What follows belongs to an exercise in optimizing a design on an open flow for small area, a short achievable clock period and few clock cycles; a production flow would make more cautious choices.
In this exercise RTL edits were held to simulation tests only and were not proved equivalent to the original.
No driver is modelled on the clock port, so clocking that relies on it looks cheaper here than on a real chip.
Power and IR drop assume default switching activity.

Design LBP, start of the top module:
module LBP ( clk, reset, gray_addr, gray_req, gray_ready, gray_data, lbp_addr, lbp_valid, lbp_data, finish);
Settings: LEC_CHECK=0, CAP_MARGIN=20, CORE_MARGIN=2, CORE_UTILIZATION=60, SETUP_SLACK_MARGIN=2.2, SLEW_MARGIN=20; clock period 4.0 ns.
standard.sh (not shown) runs the stock make flow with config.mk's settings and CLKGATE_MAP_FILE= SYNTH_SCRIPT=/design/flow/synth_recipe.tcl, a recipe that flattens the netlist after the stock synthesis.
==> flow/flow/run.sh <==
#!/bin/bash
# Standard layout, with the port buffers given as one buffer cell and the
# clock tree built without dummy loads. make's output goes to make.log here.
set -euo pipefail
export BUFFER_PORTS_ARGS="-buffer_cell sky130_fd_sc_hd__buf_2"
export CTS_ARGS="-sink_clustering_enable -repair_clock_nets -dont_use_dummy_load -buf_list sky130_fd_sc_hd__clkbuf_8 -root_buf sky130_fd_sc_hd__clkbuf_16"
bash standard.sh > make.log 2>&1
The baseline completed with no timing, DRC or antenna violations.
Testbench counts at the start, summed over its fixed seeds: cycles 387,126.
Then changed:
--- a/flow/config.mk
+++ b/flow/config.mk
@@ -10,3 +10,3 @@
 export CORE_UTILIZATION = 60
-export SETUP_SLACK_MARGIN = 2.2
+export SETUP_SLACK_MARGIN = 2.1
 export SLEW_MARGIN = 20
The changed run passed the timing, DRC and antenna checks.
Fmax went down by about 3.3%.
Global-route usage went down by 0.61 points.
Wire length went down by about 1%.
Then changed:
--- a/flow/config.mk
+++ b/flow/config.mk
@@ -10,3 +10,3 @@
 export CORE_UTILIZATION = 60
-export SETUP_SLACK_MARGIN = 2.1
+export SETUP_SLACK_MARGIN = 2.4
 export SLEW_MARGIN = 20
=> Final cell count rises by a few percent. Routed wire length rises by roughly a tenth. Setup slack gains 100 ps. Via count rose by a few percent. Sequential share of layout area goes down by 4.8 points. Synthesized cell count does not change. Clock skew increases by 8.7 ps. Total power climbs slightly.

* * *

Another version of the RTL of LBP (not shown whole).
Size: roughly 390 cells after synthesis, roughly 140 flip-flops, roughly 50 I/O pins.
Design LBP, start of the top module:
module LBP ( clk, reset, gray_addr, gray_req, gray_ready, gray_data, lbp_addr, lbp_valid, lbp_data, finish);
export LEC_CHECK = 0
export CAP_MARGIN = 20
export CORE_MARGIN = 2
export CORE_UTILIZATION = 60
export SETUP_SLACK_MARGIN = 2.0
export SLEW_MARGIN = 20
create_clock -name core_clock -period 4.0 [get_ports {clk}]
Scripts as last shown in full above: flow/flow/run.sh
The baseline produced a clean layout.
Testbench counts at the start, summed over its fixed seeds: cycles 387,126.
Change:
--- a/flow/config.mk
+++ b/flow/config.mk
@@ -7,2 +7,3 @@
 export LEC_CHECK = 0
+export ABC_AREA = 1
 export CAP_MARGIN = 20
@@ -10,3 +11,3 @@
 export CORE_UTILIZATION = 60
-export SETUP_SLACK_MARGIN = 2.0
+export SETUP_SLACK_MARGIN = 2.1
 export SLEW_MARGIN = 20
Design area is higher by 3.8%.
Flip-flop and latch count stays the same.
Die area rises by 4.3%.
Synthesized cell count is higher by 38%.
Global-route usage hardly moves.
Setup slack gets better by 0.077 ns.
Wire length climbs by 2.7%.
Maximum frequency increases by 4.2%.
Register-to-register slack gets better by 0.27 ns.
Core utilization decreases by 1.1 points.
Hold slack gets worse by 0.0097 ns.
Change:
==> flow/flow/run.sh (replaced) <==
#!/bin/bash
# Standard layout, with the port buffers given as buf_2 and the clock tree
# built without dummy loads. make's output goes to make.log here.
set -euo pipefail
export BUFFER_PORTS_ARGS="-buffer_cell sky130_fd_sc_hd__buf_2"
export CTS_ARGS="-sink_clustering_enable -repair_clock_nets -dont_use_dummy_load -buf_list sky130_fd_sc_hd__clkbuf_8"
bash standard.sh > make.log 2>&1
--- a/flow/config.mk
+++ b/flow/config.mk
@@ -7,6 +7,6 @@
 export LEC_CHECK = 0
-export ABC_AREA = 1
 export CAP_MARGIN = 20
 export CORE_MARGIN = 2
-export CORE_UTILIZATION = 60
+export CORE_UTILIZATION = 40
+export CTS_BUF_LIST = sky130_fd_sc_hd__clkbuf_8
 export SETUP_SLACK_MARGIN = 2.1
Effect: Count of clock-buffer cells in the layout does not change; wire length is lower by 0.94%; setup slack gets worse by 0.034 ns.
Change:
==> flow/flow/run.sh (replaced) <==
#!/bin/bash
# Standard layout, with the port buffers given as one buffer cell and the
# clock tree built without dummy loads. make's output goes to make.log here.
set -euo pipefail
export BUFFER_PORTS_ARGS="-buffer_cell sky130_fd_sc_hd__buf_2"
export CTS_ARGS="-sink_clustering_enable -repair_clock_nets -dont_use_dummy_load -buf_list sky130_fd_sc_hd__clkbuf_8 -root_buf sky130_fd_sc_hd__clkbuf_16"
bash standard.sh > make.log 2>&1
--- a/flow/config.mk
+++ b/flow/config.mk
@@ -9,5 +9,4 @@
 export CORE_MARGIN = 2
-export CORE_UTILIZATION = 40
-export CTS_BUF_LIST = sky130_fd_sc_hd__clkbuf_8
-export SETUP_SLACK_MARGIN = 2.1
+export CORE_UTILIZATION = 60
+export SETUP_SLACK_MARGIN = 2.2
 export SLEW_MARGIN = 20
- The changed run produced a clean layout
- total power grows by 1.1%
- routed wire length is higher by 4.5%
- global-route usage climbs by 6.6 points
- via count rises by 2.8%
- flip-flop and latch count stays the same
- worst hold slack is worse by 0.0041 ns
- final area climbs by 1.7%
- count of clock-buffer cells in the layout stays the same
- fmax rises by 4.6%

* * *

Setup of alpha:
The RTL this note starts from:
==> flow/design.v <==
`timescale 1ns/10ps
module LBP ( clk, reset, gray_addr, gray_req, gray_ready, gray_data, lbp_addr, lbp_valid, lbp_data, finish);
input   	clk;
input   	reset;
output  [13:0] 	gray_addr;
output reg         	gray_req;
input   	gray_ready;
input   [7:0] 	gray_data;
output reg  [13:0] 	lbp_addr;
output reg  	lbp_valid;
output reg  [7:0] 	lbp_data;
output reg  	finish;
parameter K = 6;               
localparam H = K + 2;          
localparam JW = 3;                
reg [6:0] r, x;                
reg [JW-1:0] j;                
reg [7:0] sr [0:H];            
reg xnz;                       
reg xe;                        
reg rz;                        
assign gray_addr = {r, x};
wire colend = (j == 0);
wire [6:0] r_down = r + 7'd1;
wire [6:0] r_top = r - (H-1);
wire [6:0] r_strip = {r[6:1], 1'b0};
always @(posedge clk or posedge reset) begin
    if (reset) begin
        r <= 7'd0;
        x <= 7'd0;
        j <= 0;
        xnz <= 1'b0;
        xe <= 1'b0;
        rz <= 1'b1;
        gray_req <= 1'b0;
        lbp_valid <= 1'b0;
        finish <= 1'b0;
    end else begin
        gray_req <= 1'b1;
        if (colend) begin
            j <= H-1;
            x <= x - 7'd1;
            xnz <= (x != 7'd1);
            xe <= (x == 7'd127) | !xnz;
            r <= xnz ? r_top : r_strip;
            rz <= xnz ? (r == H-1) | (r == H) : rz;
        end else begin
            j <= j - 1;
            r <= r_down;
            rz <= (r == 7'd0);
        end
        lbp_valid <= (j <= H-3) | rz;
        finish <= finish | (lbp_valid & (lbp_addr == {7'd126, 7'd1}));
    end
end
wire [7:0] c  = sr[H];
function [1:0] cmp2;
    input [7:0] a, b;
    reg [7:0] g, e;
    reg [3:0] g1, e1;
    reg [1:0] g2, e2;
    integer k;
    begin
        g = a & ~b;
        e = ~(a ^ b);
        for (k = 0; k < 4; k = k + 1) begin
            g1[k] = g[2*k+1] | (e[2*k+1] & g[2*k]);
            e1[k] = e[2*k+1] & e[2*k];
        end
        for (k = 0; k < 2; k = k + 1) begin
            g2[k] = g1[2*k+1] | (e1[2*k+1] & g1[2*k]);
            e2[k] = e1[2*k+1] & e1[2*k];
        end
        cmp2[1] = g2[1] | (e2[1] & g2[0]) | (e2[1] & e2[0]);
        cmp2[0] = ~(g2[1] | (e2[1] & g2[0]));
    end
endfunction
wire [1:0] rdl = cmp2(gray_data, c);
wire [1:0] rlt = cmp2(sr[0], c);
wire [1:0] rul = cmp2(sr[1], c);
wire [1:0] rdn = cmp2(sr[H-1], c);
reg [H:0]   d2;    
reg [H-1:0] d4;    
reg [H-2:0] d7;    
reg         d1;    
wire [7:0] code = {d7[H-2], rdn[1], rdl[1], d4[H-1], rlt[1], d2[H], d1, rul[1]};
wire zero = rz | xe;
integer i;
always @(posedge clk) begin
    sr[0] <= gray_data;
    for (i = 1; i <= H; i = i + 1)
        sr[i] <= sr[i-1];
    d2 <= {d2[H-1:0], rdl[0]};
    d4 <= {d4[H-2:0], rlt[0]};
    d7 <= {d7[H-3:0], rul[0]};
    d1 <= rdn[0];
    lbp_addr <= {r - 7'd1, x + 7'd1};
    lbp_data <= zero ? 8'd0 : code;
end
endmodule
==> flow/config.mk <==
export PLATFORM = sky130hd
export DESIGN_NAME = LBP
export DESIGN_NICKNAME = LBP
export VERILOG_FILES = /design/flow/design.v
export SDC_FILE = /design/flow/constraint.sdc
export NUM_CORES = 4
export LEC_CHECK = 0
export CAP_MARGIN = 20
export CORE_MARGIN = 2
export CORE_UTILIZATION = 50
export PLACE_DENSITY = 0.9
export SETUP_SLACK_MARGIN = 2.3
export SLEW_MARGIN = 20
==> flow/constraint.sdc <==
create_clock -name core_clock -period 4.0 [get_ports {clk}]
set_input_delay 0.8000 -clock core_clock [delete_from_list [all_inputs] [get_ports {clk}]]
set_output_delay 0.8000 -clock core_clock [all_outputs]
set_load 0.01 [all_outputs]
==> flow/flow/run.sh <==
#!/bin/bash
# Standard layout, with the port buffers given as one buffer cell and the
# clock tree built by flow/clock_tree.tcl in place of TritonCTS's.
# make's output goes to make.log here; ORFS's per-step logs stay in orfs/logs.
set -euo pipefail
export BUFFER_PORTS_ARGS="-buffer_cell sky130_fd_sc_hd__buf_2"
export PRE_CTS_TCL="$PWD/flow/clock_tree.tcl"
export FLOW_TREE_NB=4
export FLOW_TREE_CELL=sky130_fd_sc_hd__clkbuf_16
bash standard.sh > make.log 2>&1
Other scripts of this flow, unchanged in this note and not shown: flow/flow/clock_tree.tcl
Testbench counts of alpha, summed over its fixed seeds: cycles 387,126.
> inputs changed (alpha -> epsilon)
Settings: swapping 50 for 60 in CORE_UTILIZATION; clearing PLACE_DENSITY, which used to be 0.9.
==> run summary <==
- Cell count: epsilon lower than alpha
- Share of the clock period used by the worst path after layout in epsilon is 0.18 points lower than in alpha
- Summary of epsilon over alpha: total power after layout was more or less identical, global-route usage increased 2.3 points.

-- port drivers added, routing unchanged --
In the flow no input, the clock included, has a driving cell. The finished layouts below were timed again as built, in two steps. Step 1 sets driving cells, clkbuf_16 on the clock port and buf_2 on the other inputs (assumed; they add their load-dependent delay and slew). Step 2 moves the port delays by t, midway between the first and last clock arrival at a register: inputs arrive t later, outputs are due t later. That takes back most of the time a late clock gives input paths. Slacks: ideal ports / drivers / drivers and shift; pairs: ideal ports / drivers.
| run | shift t [ns] | setup slack, ns | pins driven straight from the clock port |
|---|---|---|---|
| the first run of note 1 | 0.375 | 2.238 / 2.207 / 2.021 | 1 |
| the second run of note 1 | 0.377 | 2.177 / 2.144 / 1.965 | 1 |
| the third run of note 1 | 0.383 | 2.279 / 2.244 / 2.011 | 1 |
| the first run of note 2 | 0.371 | 2.088 / 2.055 / 1.883 | 1 |
| the second run of note 2 | 0.381 | 2.166 / 2.132 / 2.385 | 1 |
| the third run of note 2 | 0.448 | 2.131 / 2.096 / 1.875 | 1 |
| the fourth run of note 2 | 0.384 | 2.214 / 2.178 / 1.873 | 1 |
| alpha | 0.252 | 2.309 / 2.274 / 2.102 | 4 |
| epsilon | 0.248 | 2.316 / 2.259 / 2.110 | 4 |
After both steps setup and hold are still met in every run listed. For the fourth run of note 2, which loses most, drivers alone change the setup slack by -0.036 ns; drivers and shift together by -0.341 ns.
